From an optimization exercise on the open Yosys and OpenROAD flow, aimed at small area and a short achievable clock period; shortcuts taken in it are not production practice.
Function not checked in this run: the RTL went through the layout flow alone.
Power is estimated from default activity; no workload was simulated.

[design/flow/run.sh]
#!/bin/bash
# synth_recipe.tcl (not shown) runs the flow's synth.tcl, then flattens the netlist and writes it again
# the make line also repeats each setting of config.mk as NAME=value (left out here)
make -C /OpenROAD-flow-scripts/flow DESIGN_CONFIG=/design/flow/config.mk WORK_HOME=/design/flow/orfs CLKGATE_MAP_FILE= SYNTH_SCRIPT=/design/flow/synth_recipe.tcl finish
[design/flow/config.mk]
export PLATFORM = sky130hd
export DESIGN_NAME = lane_hough
export DESIGN_NICKNAME = lane_hough
export VERILOG_FILES = /design/flow/design.v
export SDC_FILE = /design/flow/constraint.sdc
export NUM_CORES = 4
export LEC_CHECK = 0
export CAP_MARGIN = 20
export CORE_MARGIN = 2
export CORE_UTILIZATION = 60
export CTS_CLUSTER_DIAMETER = 80
export CTS_CLUSTER_SIZE = 26
export PLACE_DENSITY = 0.7
export SETUP_SLACK_MARGIN = 4.4
export SLEW_MARGIN = 20
[design/flow/constraint.sdc]
create_clock -name core_clock -period 7.0 [get_ports {clk}]
set_input_delay 1.4000 -clock core_clock [delete_from_list [all_inputs] [get_ports {clk}]]
set_output_delay 1.4000 -clock core_clock [all_outputs]
set_load 0.01 [all_outputs]
[design/flow/design.v]
`timescale 1ns / 1ps
module lane_hough(clk, reset, in_xy_valid, in_new_pixel, in_x_nms, in_y_nms, in_end_one_row,
                  out_rho_vote, out_phi_vote, out_vote_valid);
input clk, reset;
input [7:0] in_new_pixel;
input [8:0] in_x_nms;
input [7:0] in_y_nms;
input in_xy_valid;
input in_end_one_row;
output [5:0] out_rho_vote;
output [6:0] out_phi_vote;
output out_vote_valid;
integer i;
reg [8:0] xd [1:11];
reg [7:0] yd [1:13];
reg [12:1] vd;
reg [11:1] ed;
always @(posedge clk) begin
    xd[1] <= in_x_nms;
    for (i = 2; i <= 11; i = i + 1) xd[i] <= xd[i-1];
    yd[1] <= in_y_nms;
    for (i = 2; i <= 13; i = i + 1) yd[i] <= yd[i-1];
    vd <= {vd[11:1], in_xy_valid};
    ed <= {ed[10:1], in_end_one_row};
end
reg [7:0] c1 [0:131];
always @(posedge clk) begin
    c1[0] <= in_new_pixel;
    for (i = 1; i <= 131; i = i + 1) c1[i] <= c1[i-1];
end
reg [7:0] pl_a5, pl_a6, pl_g5;
always @(posedge clk) begin
    pl_a5 <= ((c1[131] >> 4) + (c1[129] >> 4)) + ((c1[3] >> 4) + (c1[1] >> 4));
    pl_a6 <= ((c1[130] >> 3) + (c1[67] >> 3)) + ((c1[65] >> 3) + (c1[2] >> 3));
    pl_g5 <= (c1[66] >> 2);
end
wire [7:0] gf = pl_a5 + pl_g5 + pl_a6;
reg [7:0] c2 [1:131];
always @(posedge clk) begin
    c2[1] <= gf;
    for (i = 2; i <= 131; i = i + 1) c2[i] <= c2[i-1];
end
wire [7:0] g5 = c2[67], g6 = c2[66];
reg [9:0] vr0, vr1, vr2, sbot, stop;
always @(posedge clk) begin
    vr0 <= {2'b0, c2[129]} + {2'b0, c2[1]} + {1'b0, c2[65], 1'b0};
    vr1 <= vr0;
    vr2 <= vr1;
    sbot <= {2'b0, c2[3]} + {2'b0, c2[1]} + {1'b0, c2[2], 1'b0};
    stop <= {2'b0, c2[131]} + {2'b0, c2[129]} + {1'b0, c2[130], 1'b0};
end
reg [9:0] gx, gy;
always @(posedge clk) begin
    gx <= vr0 - vr2;
    gy <= sbot - stop;
end
wire sx = gx[9], sy = gy[9];
wire [7:0] d56 = g5 - g6;
reg [11:1] le_d, ge_d;
always @(posedge clk) begin
    le_d <= {le_d[10:1], (d56 == 8'd0) | d56[7]};
    ge_d <= {ge_d[10:1], ~d56[7]};
end
wire rf_flag_rise_all = le_d[8] & le_d[9] & le_d[10] & le_d[11];
wire rf_flag_fall_all = ge_d[8] & ge_d[9] & ge_d[10] & ge_d[11];
reg [9:0] cd_y1, cd_x1, cd_y2, cd_x2, cd_y3, cd_x3, cd_y4, cd_x4;
reg roi_1;
always @(posedge clk) begin
    cd_x1 <= (gx ^ {10{sx}}) + (gy ^ {10{sy}}) + {9'd0, sx} + {9'd0, sy};
    cd_y1 <= (gy ^ {10{sy}}) + (gx ^ {10{~sx}}) + {9'd0, sy} + {9'd0, ~sx};
    roi_1 <= ~(sx ^ sy);
    cd_y2 <= cd_y1 + ((cd_x1 >> 1) ^ {10{~cd_y1[9]}}) + {9'd0, ~cd_y1[9]};
    cd_x2 <= cd_x1 + ((cd_y1 >> 1) ^ {10{cd_y1[9]}}) + {9'd0, cd_y1[9]};
    cd_y3 <= cd_y2 + ((cd_x2 >> 2) ^ {10{~cd_y2[9]}}) + {9'd0, ~cd_y2[9]};
    cd_x3 <= cd_x2 + ((cd_y2 >> 2) ^ {10{cd_y2[9]}}) + {9'd0, cd_y2[9]};
    cd_y4 <= cd_y3 + ((cd_x3 >> 3) ^ {10{~cd_y3[9]}}) + {9'd0, ~cd_y3[9]};
    cd_x4 <= cd_x3 + ((cd_y3 >> 3) ^ {10{cd_y3[9]}}) + {9'd0, cd_y3[9]};
end
wire [9:0] cd_y5_nx = cd_y4 + ((cd_x4 >> 4) ^ {10{~cd_y4[9]}}) + {9'd0, ~cd_y4[9]};
reg cd_sign5;
always @(posedge clk) cd_sign5 <= cd_y5_nx[9];
reg [4:0] s1d; reg [3:0] s2d; reg [2:0] s3d; reg [1:0] s4d; reg s5d;
always @(posedge clk) begin
    s1d <= {s1d[3:0], cd_y1[9]};
    s2d <= {s2d[2:0], cd_y2[9]};
    s3d <= {s3d[1:0], cd_y3[9]};
    s4d <= {s4d[0], cd_y4[9]};
    s5d <= cd_sign5;
end
wire [4:0] sgn7 = {s5d, s4d[1], s3d[2], s2d[3], s1d[4]};
reg [6:0] phi8_nx; reg rng_nx;
always @(*) begin
    case (sgn7)
    5'd0: begin phi8_nx = 7'd99; rng_nx = 1'b0; end
    5'd1: begin phi8_nx = 7'd45; rng_nx = 1'b1; end
    5'd2: begin phi8_nx = 7'd71; rng_nx = 1'b1; end
    5'd3: begin phi8_nx = 7'd17; rng_nx = 1'b1; end
    5'd4: begin phi8_nx = 7'd84; rng_nx = 1'b0; end
    5'd5: begin phi8_nx = 7'd31; rng_nx = 1'b1; end
    5'd6: begin phi8_nx = 7'd56; rng_nx = 1'b1; end
    5'd7: begin phi8_nx = 7'd3; rng_nx = 1'b0; end
    5'd8: begin phi8_nx = 7'd91; rng_nx = 1'b0; end
    5'd9: begin phi8_nx = 7'd38; rng_nx = 1'b1; end
    5'd10: begin phi8_nx = 7'd63; rng_nx = 1'b1; end
    5'd11: begin phi8_nx = 7'd10; rng_nx = 1'b1; end
    5'd12: begin phi8_nx = 7'd77; rng_nx = 1'b0; end
    5'd13: begin phi8_nx = 7'd24; rng_nx = 1'b1; end
    5'd14: begin phi8_nx = 7'd49; rng_nx = 1'b1; end
    5'd15: begin phi8_nx = 7'd124; rng_nx = 1'b0; end
    5'd16: begin phi8_nx = 7'd95; rng_nx = 1'b0; end
    5'd17: begin phi8_nx = 7'd42; rng_nx = 1'b1; end
    5'd18: begin phi8_nx = 7'd67; rng_nx = 1'b1; end
    5'd19: begin phi8_nx = 7'd14; rng_nx = 1'b1; end
    5'd20: begin phi8_nx = 7'd81; rng_nx = 1'b0; end
    5'd21: begin phi8_nx = 7'd28; rng_nx = 1'b1; end
    5'd22: begin phi8_nx = 7'd53; rng_nx = 1'b1; end
    5'd23: begin phi8_nx = 7'd0; rng_nx = 1'b0; end
    5'd24: begin phi8_nx = 7'd88; rng_nx = 1'b0; end
    5'd25: begin phi8_nx = 7'd35; rng_nx = 1'b1; end
    5'd26: begin phi8_nx = 7'd60; rng_nx = 1'b1; end
    5'd27: begin phi8_nx = 7'd7; rng_nx = 1'b1; end
    5'd28: begin phi8_nx = 7'd74; rng_nx = 1'b1; end
    5'd29: begin phi8_nx = 7'd20; rng_nx = 1'b1; end
    5'd30: begin phi8_nx = 7'd46; rng_nx = 1'b1; end
    5'd31: begin phi8_nx = 7'd120; rng_nx = 1'b0; end
    endcase
end
reg [6:0] cd_phi8;    
reg phi_rng;          
always @(posedge clk) begin
    cd_phi8 <= phi8_nx;
    phi_rng <= rng_nx;
end
reg [5:0] rg_d;       
always @(posedge clk) begin
    rg_d <= {rg_d[4:0], roi_1 & (cd_x1 > 10'd10)};
end
wire ck_g_phi = rg_d[5] & phi_rng;
reg nms_ckgphi_g5, nms_ckgphi_g4;
always @(posedge clk) begin
    nms_ckgphi_g5 <= ck_g_phi;
    nms_ckgphi_g4 <= nms_ckgphi_g5;
end
wire nms_ckgphi_g456 = ck_g_phi & nms_ckgphi_g5 & nms_ckgphi_g4;
reg [9:0] nms_gadd_g4;
reg nms_gadd_sign_g54;
reg [6:1] g456;
wire [9:0] g5_sub_g4 = cd_x1 - nms_gadd_g4;
always @(posedge clk) begin
    nms_gadd_g4 <= cd_x1;
    nms_gadd_sign_g54 <= (g5_sub_g4 == 10'd0) | g5_sub_g4[9];
    g456 <= {g456[5:1], g5_sub_g4[9] & ~nms_gadd_sign_g54};
end
wire nms_all = g456[6] & nms_ckgphi_g456;
reg [6:0] phiavg_1, phiavg_q;
always @(posedge clk) begin
    phiavg_1 <= cd_phi8;
    phiavg_q <= (cd_phi8 >> 1) + (phiavg_1 >> 2);
end
wire [6:0] phiavg_3 = (cd_phi8 >> 2) + phiavg_q;
wire [8:0] x_nms11 = xd[11];
wire lp_edge_rise = nms_all & rf_flag_rise_all;
wire lp_edge_fall = nms_all & rf_flag_fall_all;
reg lp_flag_rised, lp_valid2;
reg [8:0] lp_x;
reg [6:0] lp_phi_h;       
reg [8:0] lp_x_mid_m2;    
reg [6:0] lp_phi_mid_m5;  
wire lp_valid1 = lp_flag_rised & lp_edge_fall;
wire [8:0] lp_denta_x = x_nms11 - lp_x;
wire lp_check_width = (lp_denta_x > 9'd5) & (lp_denta_x < 9'd50);
always @(posedge clk) begin
    if (lp_edge_rise) begin
        lp_x <= x_nms11;
        lp_phi_h <= (phiavg_3 >> 1) - 7'd5;
    end
    lp_flag_rised <= lp_edge_rise ? 1'b1 : (lp_edge_fall | ed[11]) ? 1'b0 : lp_flag_rised;
    lp_valid2 <= lp_valid1 & vd[12] & lp_check_width;
    lp_x_mid_m2 <= (lp_x >> 1) + (x_nms11 >> 1) - 9'd2;
    lp_phi_mid_m5 <= lp_phi_h + (phiavg_3 >> 1);
end
reg [8:0] fifo_x [0:15];
reg [6:0] fifo_phi [0:15];
reg [7:0] fifo_y [0:15];
reg [4:0] cnt;
reg lifo_empty;
wire lifo_re;
wire lifo_we = lp_valid2;
wire full_int = (cnt == 5'd16);
wire empty_int = (cnt == 5'd0);
wire we_real = lifo_we & ~lifo_re & ~full_int;
wire we_mem = lifo_we & ~full_int;
wire re_real = ~lifo_we & lifo_re & ~empty_int;
always @(posedge clk) begin
    if (reset) cnt <= 5'd0;
    else if (we_real) cnt <= cnt + 5'd1;
    else if (re_real) cnt <= cnt - 5'd1;
end
always @(posedge clk) begin
    if (we_mem) begin
        fifo_x[cnt[3:0]] <= lp_x_mid_m2;
        fifo_phi[cnt[3:0]] <= lp_phi_mid_m5;
        fifo_y[cnt[3:0]] <= yd[13];
    end
end
reg [15:0] lifo_rp_oh;
always @(posedge clk) begin
    lifo_empty <= empty_int;
    for (i = 0; i < 16; i = i + 1) lifo_rp_oh[i] <= (cnt[3:0] == ((i + 1) & 15));
end
reg [8:0] lifo_x;
reg [6:0] lifo_phi;
reg [7:0] lifo_y;
always @(*) begin
    lifo_x = 9'd0; lifo_phi = 7'd0; lifo_y = 8'd0;
    for (i = 0; i < 16; i = i + 1) begin
        lifo_x = lifo_x | (fifo_x[i] & {9{lifo_rp_oh[i]}});
        lifo_phi = lifo_phi | (fifo_phi[i] & {7{lifo_rp_oh[i]}});
        lifo_y = lifo_y | (fifo_y[i] & {8{lifo_rp_oh[i]}});
    end
end
reg [2:0] ht_denta_x;
reg [3:0] ht_denta_phi;
reg ht_free;
reg phi_eq_10;         
reg done_loop_xphi;    
wire load_new_point = (ht_free | done_loop_xphi) & ~lifo_empty;
wire ht_clr = load_new_point | reset;
assign lifo_re = load_new_point;
always @(posedge clk) begin
    if ((done_loop_xphi & lifo_empty) | reset) ht_free <= 1'b1;
    else if (load_new_point) ht_free <= 1'b0;
    if (ht_clr) ht_denta_x <= 3'd0;
    else ht_denta_x <= ht_denta_x + {2'b0, phi_eq_10};
    if (ht_clr | phi_eq_10) ht_denta_phi <= 4'd0;
    else ht_denta_phi <= ht_denta_phi + 4'd1;
    phi_eq_10 <= ~ht_clr & (ht_denta_phi == 4'd9);
    done_loop_xphi <= ~ht_clr & (ht_denta_phi == 4'd9) & (ht_denta_x == 3'd4);
end
reg [8:0] ht_x_tmp;
reg [6:0] ht_phi_tmp;
reg [7:0] ht_y1, ht_y2, ht_y3;
always @(posedge clk) begin
    if (load_new_point) begin
        ht_x_tmp <= lifo_x;
        ht_phi_tmp <= lifo_phi;
        ht_y1 <= lifo_y;
    end
end
reg [6:0] ht_phi_loop, ht_phi1, ht_phi2, ht_phi3, ht_phi4;
reg [8:0] ht_x_loop, ht_x_loop_1;
always @(posedge clk) begin
    ht_phi_loop <= ht_phi_tmp + {3'b0, ht_denta_phi};
    ht_x_loop <= ht_x_tmp + {6'b0, ht_denta_x};
    ht_y2 <= ht_y1;
    ht_x_loop_1 <= ht_x_loop;
    ht_y3 <= ht_y2;
    ht_phi1 <= ht_phi_loop;
    ht_phi2 <= ht_phi1;
    ht_phi3 <= ht_phi2;
    ht_phi4 <= ht_phi3;
end
reg [14:0] sin_oh, cos_oh;
always @(*) begin
    case (ht_phi_loop)
    7'd0: sin_oh = 15'b000000000000000;
    7'd1: sin_oh = 15'b000000000000101;
    7'd2: sin_oh = 15'b000010010000000;
    7'd3: sin_oh = 15'b001000000000011;
    7'd4: sin_oh = 15'b000010000001010;
    7'd5: sin_oh = 15'b000000001001101;
    7'd6: sin_oh = 15'b000010011001000;
    7'd7: sin_oh = 15'b001100000001000;
    7'd8: sin_oh = 15'b000100100100000;
    7'd9: sin_oh = 15'b000000110000000;
    7'd10: sin_oh = 15'b001000100000001;
    7'd11: sin_oh = 15'b010010000000000;
    7'd12: sin_oh = 15'b010000000000110;
    7'd13: sin_oh = 15'b010000010100010;
    7'd14: sin_oh = 15'b011010000000010;
    7'd15: sin_oh = 15'b000000001010001;
    7'd16: sin_oh = 15'b000000001110100;
    7'd17: sin_oh = 15'b000010011010000;
    7'd18: sin_oh = 15'b001100000010000;
    7'd19: sin_oh = 15'b000100000011001;
    7'd20: sin_oh = 15'b000100000111100;
    7'd21: sin_oh = 15'b000100010111000;
    7'd22: sin_oh = 15'b001110000011000;
    7'd23: sin_oh = 15'b000000100010100;
    7'd24: sin_oh = 15'b000000110010000;
    7'd25: sin_oh = 15'b001000100010000;
    7'd26: sin_oh = 15'b010000000010000;
    7'd27: sin_oh = 15'b010000000010100;
    7'd28: sin_oh = 15'b010000010010000;
    7'd29: sin_oh = 15'b011000000010000;
    7'd30: sin_oh = 15'b011110000010000;
    7'd31: sin_oh = 15'b000111000000000;
    7'd32: sin_oh = 15'b000101000100100;
    7'd33: sin_oh = 15'b000101010000001;
    7'd34: sin_oh = 15'b001101000000000;
    7'd35: sin_oh = 15'b000011001001000;
    7'd36: sin_oh = 15'b000001001001101;
    7'd37: sin_oh = 15'b000001011001000;
    7'd38: sin_oh = 15'b001001000101010;
    7'd39: sin_oh = 15'b000001100000010;
    7'd40: sin_oh = 15'b000001100100100;
    7'd41: sin_oh = 15'b000111100000100;
    7'd42: sin_oh = 15'b000101110000001;
    7'd43: sin_oh = 15'b001001101100000;
    7'd44: sin_oh = 15'b010011000000010;
    7'd45: sin_oh = 15'b010001000000110;
    7'd46: sin_oh = 15'b010001010000000;
    7'd47: sin_oh = 15'b010101010000000;
    7'd48: sin_oh = 15'b011001001000000;
    7'd49: sin_oh = 15'b100000000000010;
    7'd50: sin_oh = 15'b100000000000100;
    7'd51: sin_oh = 15'b100010001000100;
    7'd52: sin_oh = 15'b100000010100010;
    7'd53: sin_oh = 15'b101000000000001;
    7'd54: sin_oh = 15'b101100000000000;
    7'd55: sin_oh = 15'b100000000101010;
    7'd56: sin_oh = 15'b100000000001100;
    7'd57: sin_oh = 15'b100000001101100;
    7'd58: sin_oh = 15'b100000010001010;
    7'd59: sin_oh = 15'b100100010001001;
    7'd60: sin_oh = 15'b101000000101010;
    7'd61: sin_oh = 15'b101110000001000;
    7'd62: sin_oh = 15'b100000101000000;
    7'd63: sin_oh = 15'b100000100000100;
    7'd64: sin_oh = 15'b100000101000100;
    7'd65: sin_oh = 15'b100000110000000;
    7'd66: sin_oh = 15'b100010110000010;
    7'd67: sin_oh = 15'b100100110100000;
    7'd68: sin_oh = 15'b101000100000011;
    7'd69: sin_oh = 15'b101010101000000;
    7'd70: sin_oh = 15'b110000000100000;
    7'd71: sin_oh = 15'b110000001000000;
    7'd72: sin_oh = 15'b110100000000001;
    7'd73: sin_oh = 15'b110010000000100;
    7'd74: sin_oh = 15'b110000001000100;
    7'd75: sin_oh = 15'b110100000000101;
    default: sin_oh = 15'd0;
    endcase
end
always @(*) begin
    case (ht_phi_loop)
    7'd0: cos_oh = 15'b111110000000000;
    7'd1: cos_oh = 15'b111110000000000;
    7'd2: cos_oh = 15'b111110000000000;
    7'd3: cos_oh = 15'b111100000100000;
    7'd4: cos_oh = 15'b111100000000001;
    7'd5: cos_oh = 15'b111100000000000;
    7'd6: cos_oh = 15'b111000001100000;
    7'd7: cos_oh = 15'b111000001000000;
    7'd8: cos_oh = 15'b111000000100010;
    7'd9: cos_oh = 15'b111010000000000;
    7'd10: cos_oh = 15'b111000000000000;
    7'd11: cos_oh = 15'b110100010000001;
    7'd12: cos_oh = 15'b110000011000001;
    7'd13: cos_oh = 15'b110000010000011;
    7'd14: cos_oh = 15'b110000010000001;
    7'd15: cos_oh = 15'b110100000000101;
    7'd16: cos_oh = 15'b110000001000100;
    7'd17: cos_oh = 15'b110010000000100;
    7'd18: cos_oh = 15'b110100000000001;
    7'd19: cos_oh = 15'b110000001000000;
    7'd20: cos_oh = 15'b110000000100000;
    7'd21: cos_oh = 15'b101010101000000;
    7'd22: cos_oh = 15'b101000100000011;
    7'd23: cos_oh = 15'b100100110100000;
    7'd24: cos_oh = 15'b100010110000010;
    7'd25: cos_oh = 15'b100000110000000;
    7'd26: cos_oh = 15'b100000101000100;
    7'd27: cos_oh = 15'b100000100000100;
    7'd28: cos_oh = 15'b100000101000000;
    7'd29: cos_oh = 15'b101110000001000;
    7'd30: cos_oh = 15'b101000000101010;
    7'd31: cos_oh = 15'b100100010001001;
    7'd32: cos_oh = 15'b100000010001010;
    7'd33: cos_oh = 15'b100000001101100;
    7'd34: cos_oh = 15'b100000000001100;
    7'd35: cos_oh = 15'b100000000101010;
    7'd36: cos_oh = 15'b101100000000000;
    7'd37: cos_oh = 15'b101000000000001;
    7'd38: cos_oh = 15'b100000010100010;
    7'd39: cos_oh = 15'b100010001000100;
    7'd40: cos_oh = 15'b100000000000100;
    7'd41: cos_oh = 15'b100000000000010;
    7'd42: cos_oh = 15'b011001001000000;
    7'd43: cos_oh = 15'b010101010000000;
    7'd44: cos_oh = 15'b010001010000000;
    7'd45: cos_oh = 15'b010001000000110;
    7'd46: cos_oh = 15'b010011000000010;
    7'd47: cos_oh = 15'b001001101100000;
    7'd48: cos_oh = 15'b000101110000001;
    7'd49: cos_oh = 15'b000111100000100;
    7'd50: cos_oh = 15'b000001100100100;
    7'd51: cos_oh = 15'b000001100000010;
    7'd52: cos_oh = 15'b001001000101010;
    7'd53: cos_oh = 15'b000001011001000;
    7'd54: cos_oh = 15'b000001001001101;
    7'd55: cos_oh = 15'b000011001001000;
    7'd56: cos_oh = 15'b001101000000000;
    7'd57: cos_oh = 15'b000101010000001;
    7'd58: cos_oh = 15'b000101000100100;
    7'd59: cos_oh = 15'b000111000000000;
    7'd60: cos_oh = 15'b000001000000000;
    7'd61: cos_oh = 15'b011000000010000;
    7'd62: cos_oh = 15'b010000010010000;
    7'd63: cos_oh = 15'b010000000010100;
    7'd64: cos_oh = 15'b010000000010000;
    7'd65: cos_oh = 15'b001000100010000;
    7'd66: cos_oh = 15'b000000110010000;
    7'd67: cos_oh = 15'b000000100010100;
    7'd68: cos_oh = 15'b001110000011000;
    7'd69: cos_oh = 15'b000100010111000;
    7'd70: cos_oh = 15'b000100000111100;
    7'd71: cos_oh = 15'b000100000011001;
    7'd72: cos_oh = 15'b001100000010000;
    7'd73: cos_oh = 15'b000010011010000;
    7'd74: cos_oh = 15'b000000001110100;
    7'd75: cos_oh = 15'b000000001010001;
    default: cos_oh = 15'd0;
    endcase
end
reg [4:0] cos_d1, cos_d2, cos_d3, sin_d1, sin_d2, sin_d3;
always @(posedge clk) begin
    {cos_d3, cos_d2, cos_d1} <= cos_oh;
    {sin_d3, sin_d2, sin_d1} <= sin_oh;
end
reg [10:0] ht_x3;
reg [9:0] ht_y3x;
always @(posedge clk) begin
    ht_x3 <= {2'b0, ht_x_loop} + {1'b0, ht_x_loop, 1'b0};
    ht_y3x <= {2'b0, ht_y2} + {1'b0, ht_y2, 1'b0};
end
function [10:0] sel_x;
    input d1, d2, d3; input [8:0] v; input [10:0] v3;
    sel_x = ({11{d1}} & {2'b0, v}) | ({11{d2}} & {1'b0, v, 1'b0}) | ({11{d3}} & v3);
endfunction
function [9:0] sel_y;
    input d1, d2, d3; input [7:0] v; input [9:0] v3;
    sel_y = ({10{d1}} & {2'b0, v}) | ({10{d2}} & {1'b0, v, 1'b0}) | ({10{d3}} & v3);
endfunction
wire [14:0] m1_a = {4'b0, sel_x(cos_d1[0], cos_d2[0], cos_d3[0], ht_x_loop_1, ht_x3)} + {2'b0, sel_x(cos_d1[1], cos_d2[1], cos_d3[1], ht_x_loop_1, ht_x3), 2'b0} + {sel_x(cos_d1[2], cos_d2[2], cos_d3[2], ht_x_loop_1, ht_x3), 4'b0};
wire [12:0] m1_b = {2'b0, sel_x(cos_d1[3], cos_d2[3], cos_d3[3], ht_x_loop_1, ht_x3)} + {sel_x(cos_d1[4], cos_d2[4], cos_d3[4], ht_x_loop_1, ht_x3), 2'b0};
wire [13:0] m2_a = {4'b0, sel_y(sin_d1[0], sin_d2[0], sin_d3[0], ht_y3, ht_y3x)} + {2'b0, sel_y(sin_d1[1], sin_d2[1], sin_d3[1], ht_y3, ht_y3x), 2'b0} + {sel_y(sin_d1[2], sin_d2[2], sin_d3[2], ht_y3, ht_y3x), 4'b0};
wire [11:0] m2_b = {2'b0, sel_y(sin_d1[3], sin_d2[3], sin_d3[3], ht_y3, ht_y3x)} + {sel_y(sin_d1[4], sin_d2[4], sin_d3[4], ht_y3, ht_y3x), 2'b0};
reg [8:0] m1_lo;
reg [12:0] m1_hi;
reg [7:0] m2_lo;
reg [11:0] m2_hi;
reg [7:0] m1_h, m2_h;
reg [5:0] ht_rho;
wire [12:0] m1_sum = {4'd0, m1_lo} + m1_hi;
wire [11:0] m2_sum = {4'd0, m2_lo} + m2_hi;
wire [7:0] rho_sum = m1_h + m2_h;
always @(posedge clk) begin
    m1_lo <= m1_a[14:6];
    m1_hi <= m1_b;
    m2_lo <= m2_a[13:6];
    m2_hi <= m2_b;
    m1_h <= m1_sum[11:4];
    m2_h <= m2_sum[11:4];
    ht_rho <= {1'b0, rho_sum[7:3]};
end
reg [5:1] ht_valid;
always @(posedge clk) ht_valid <= {ht_valid[4:1], ~ht_free};
assign out_rho_vote = ht_rho;
assign out_phi_vote = ht_phi4;
assign out_vote_valid = ht_valid[5];
endmodule
==> results.yml <==
detailed_routing:
  first_pass_iters: 7
  viasPerCell: 5.20
  ant_nets: 0
  num_vias: 38200
  drcViolationCount: 0
  drt_wl_total_mm: 129
  first_iter_violations: 3151
  wl_per_cell_um: 17.6
clocking:
  clk-insertion-delay-late_ns: 0.81
  cts.sink_count: 2902
  h-tree-depth: 4
  cts_buffer_depth: 3
  cts_root_buf: "clkbuf_16"
  cts_buffers: 132
  cts_hold_buffers: 0
  cts.clk_slew.worst_paths_ns: 0.09
  cts_tree: "built"
logic_synthesis:
  yosys.area.top_type: "dfxtp_1"
  synthDistinctLibCells: 77
  synth_cells: 5381
  synth_edf_count: 424
  ys_warn_count: 5
  async_reset_ff_frac: 0
  synth.ff_latch_count: 2902
  yosys_most_used_dff: "dfxtp_1"
  synth_area_sq_um: 80800
  synth_nets: 5812
  yosysSeqAreaShare: 0.772
  netlist_top_cells_area: "dfxtp_1 (61%), edfxtp_1 (16%), ha_1 (4.9%), fa_1 (2.1%), xnor2_1 (1.9%)"
  synth_area_per_cell_sq_um: 15.0
  synth_top_area_frac: 0.614
worst_setup_path:
  start_kind: "flop"
  critPathMaxStageDelay_ns: 0.49
  crit_buf_inv: 1
  crit_path_cell_trace: "a222oi_1 -> fa_1 -> inv_2 -> ha_4 -> a21oi_4 -> and2b_1 -> o31ai_4 -> a21oi_2 -> or3_1 -> a31oi_1 -> xor2_1"
  cpMaxStageDelayCell: "fa_1"
  critical-path-top-delay-family: "compound AO/OA/AOI/OAI gates"
  critical_path_depth: 11
  worst_setup_path_end_kind: "flop"
  worstSetupPathType: "reg2reg"
  critPathMaxFanout: 9
  ff2ff_setup_slack_ns: 3.92
  r2r_cells: 11
  required_ns: 7.70
  worstPathArrival_ns: 3.78
min_path:
  min_path_cells: 0
  min_path_type: "reg2reg"
cells_and_area:
  synthToLayoutAreaGrowth_pct: 9.71
  multi_input_area_sq_um: 17700
  final_common_cell: "dfxtp_1"
  finalNetCount: 5950
  drive_gt1_frac: 0.0891
  fillers: 9287
  mostFrequentLayoutCells: "dfxtp_1 (2406), edfxtp_1 (424), inv_1 (294)"
  regArea_sq_um: 62500
grt:
  grtUsageTotal: 0.190
  grt-ovfl-total: 0
  grt_start_max_net_pins: 80
  grt_pass1_wl_mm: 205
  antenna_found_initial: 1
  grt_pass1_vias: 37600
sta:
  clock.fmax_ghz: 0.325
  finalHoldViolations: 0
  setup_violations: 0
  rsz0062_at_grt: "true"
  period_share: 0.439
  drv_slew: 0
  tightest_slew_ns: 1.17
  fin_setup_tns_ns: 0
  fin_skew_ns: 0.0366
  layout_min_cycle_time_ns: 3.08
  relSlewSlack: 0.215
die:
  fp-row-count: 134
  core_area_sq_um: 133000
  dieArea_sq_um: 138000
  die_w_um: 371
  start_util: 0.605
  die_h_um: 371
  pin_count: 43
job:
  maxCapViolations: 0
place:
  gp_congestion: 0.843
  numPortBuffers: 39
  dp_hpwl_mm: 76.2
power_and_ir_drop:
  leakage_nw: 35.8
  ir_drop_v: 0.000303
  powerDensity_nw_per_um2: 413
  power_mw: 36.6
run_status:
  outcome: "timing/DRC/antenna clean"
routing by layer:
metal  track usage  wire, um
met1         0.274     60300
met2         0.298     58800
met3        0.0330      7320
met4        0.0516      2790
met5             0         0
per-stage QoR:
| step | instance area, sq um | utilization | worst slack [ns] | instances | hold WS, ns |
|---|---|---|---|---|---|
| floorplan | 80900 | - | 4.07 | 5381 | 0.310 |
| global placement | 83100 | 0.623 | 3.62 | 7070 | 0.310 |
| detailed placement | 83100 | 0.623 | 3.69 | 7070 | 0.312 |
| CTS | 87600 | 0.656 | 3.99 | 7288 | 0.315 |
| global route | 88600 | 0.664 | 3.82 | 7333 | 0.324 |
| finish | 88600 | 0.664 | 3.92 | 7334 | 0.315 |
report_power, final:
group	leakage (nW)	switching, mW	internal, mW
logic	9.66	4.25	4.07
registers	24.2	0.943	18.9
clock network	1.86	4.88	3.62
registers in the layout (all words and copies together), names as in the netlist, 11 cells and up:
signal and flops:
ge_d 11, vd 12, yd 104, m2_hi 12, c1 726, fifo_x 144
xd 99, fifo_y 128, c2 1048, ed 11, le_d 11, m1_hi 12
fifo_phi 112, lifo_rp_oh 16
cell type report:
class                      instances  share of cell area
antenna                            1           0.0000282
inverter                         306              0.0130
clock buffer                     155              0.0385
tap                             1768              0.0250
sequential                      2902               0.705
timing repair buffer             136              0.0134
clock inverter                    25             0.00503
multi-input combinational       2040               0.200
timing repair inverter             1           0.0000565
Yosys cell counts, types with 65 or more instances:
library cell  instances
dfxtp_1            2478
edfxtp_1            424
ha_1                317
inv_1               303
xnor2_1             177
nor2_1              171
a21oi_1             170
o21ai_0             119
nand2_1             118
clkbuf_1            113
a22o_1              105
a221oi_1            102
xor2_1              101
fa_1                 85
a222oi_1             74
a21o_1               65
logic make-up (layout without fill, tap and decap cells):
kind of cell,count (synthesis),after routing,share of synthesized area
muxes,17,17,0.00276
DFF,2902,2902,0.772
xor gates and xnor gates,278,278,0.0302
adders and majority gates,402,402,0.0702
AOI/OAI and AO/OA,824,824,0.0737
other,1,2,0.0000464
and+or+nand+nor,518,518,0.0305
buffers and inverters,439,623,0.0207
worst paths after layout:
path                         from                end
min             c2[57][0]$_DFF_P_  c2[58][0]$_DFF_P_
max reg2reg  cos_d1[1]$_SDFF_PP0_   m1_lo[8]$_DFF_P_
max          cos_d1[1]$_SDFF_PP0_   m1_lo[8]$_DFF_P_
min reg2reg     c2[57][0]$_DFF_P_  c2[58][0]$_DFF_P_
what timing repair did:
action,4_1_cts,5_1_grt
cloned,1,0
resized for setup,162,143
endpoints found under the setup margin,88,101
buffers inserted,37,43
pin swaps,54,83

what the ideal ports hide:
Ports are ideal in the flow. The routed layout listed here was re-timed in OpenROAD.
Step 1: set_driving_cell puts a clkbuf_16 on clk and a buf_2 on each other input, an assumption about the parent block.
Step 2 adds t to the input delays and takes it off the output delays; t is the mean of the earliest and latest rising clock arrival at the registers after step 1. Input paths then give back, and output paths get back, about the clock's delay inside the block.
a / b / c = no drivers / after step 1 / after step 2; a / b = the first two.
shift t [ns]: 0.863
setup WS [ns]: 3.924 / 3.924 / 3.924
latest minus earliest clock arrival (ns): 0.046 / 0.047
slew at the worst register clock pin (ns): 0.10 / 0.10
After both steps this run still meets setup and hold. For this run, drivers alone change the setup slack by 0.000 ns; drivers and shift together by 0.000 ns.
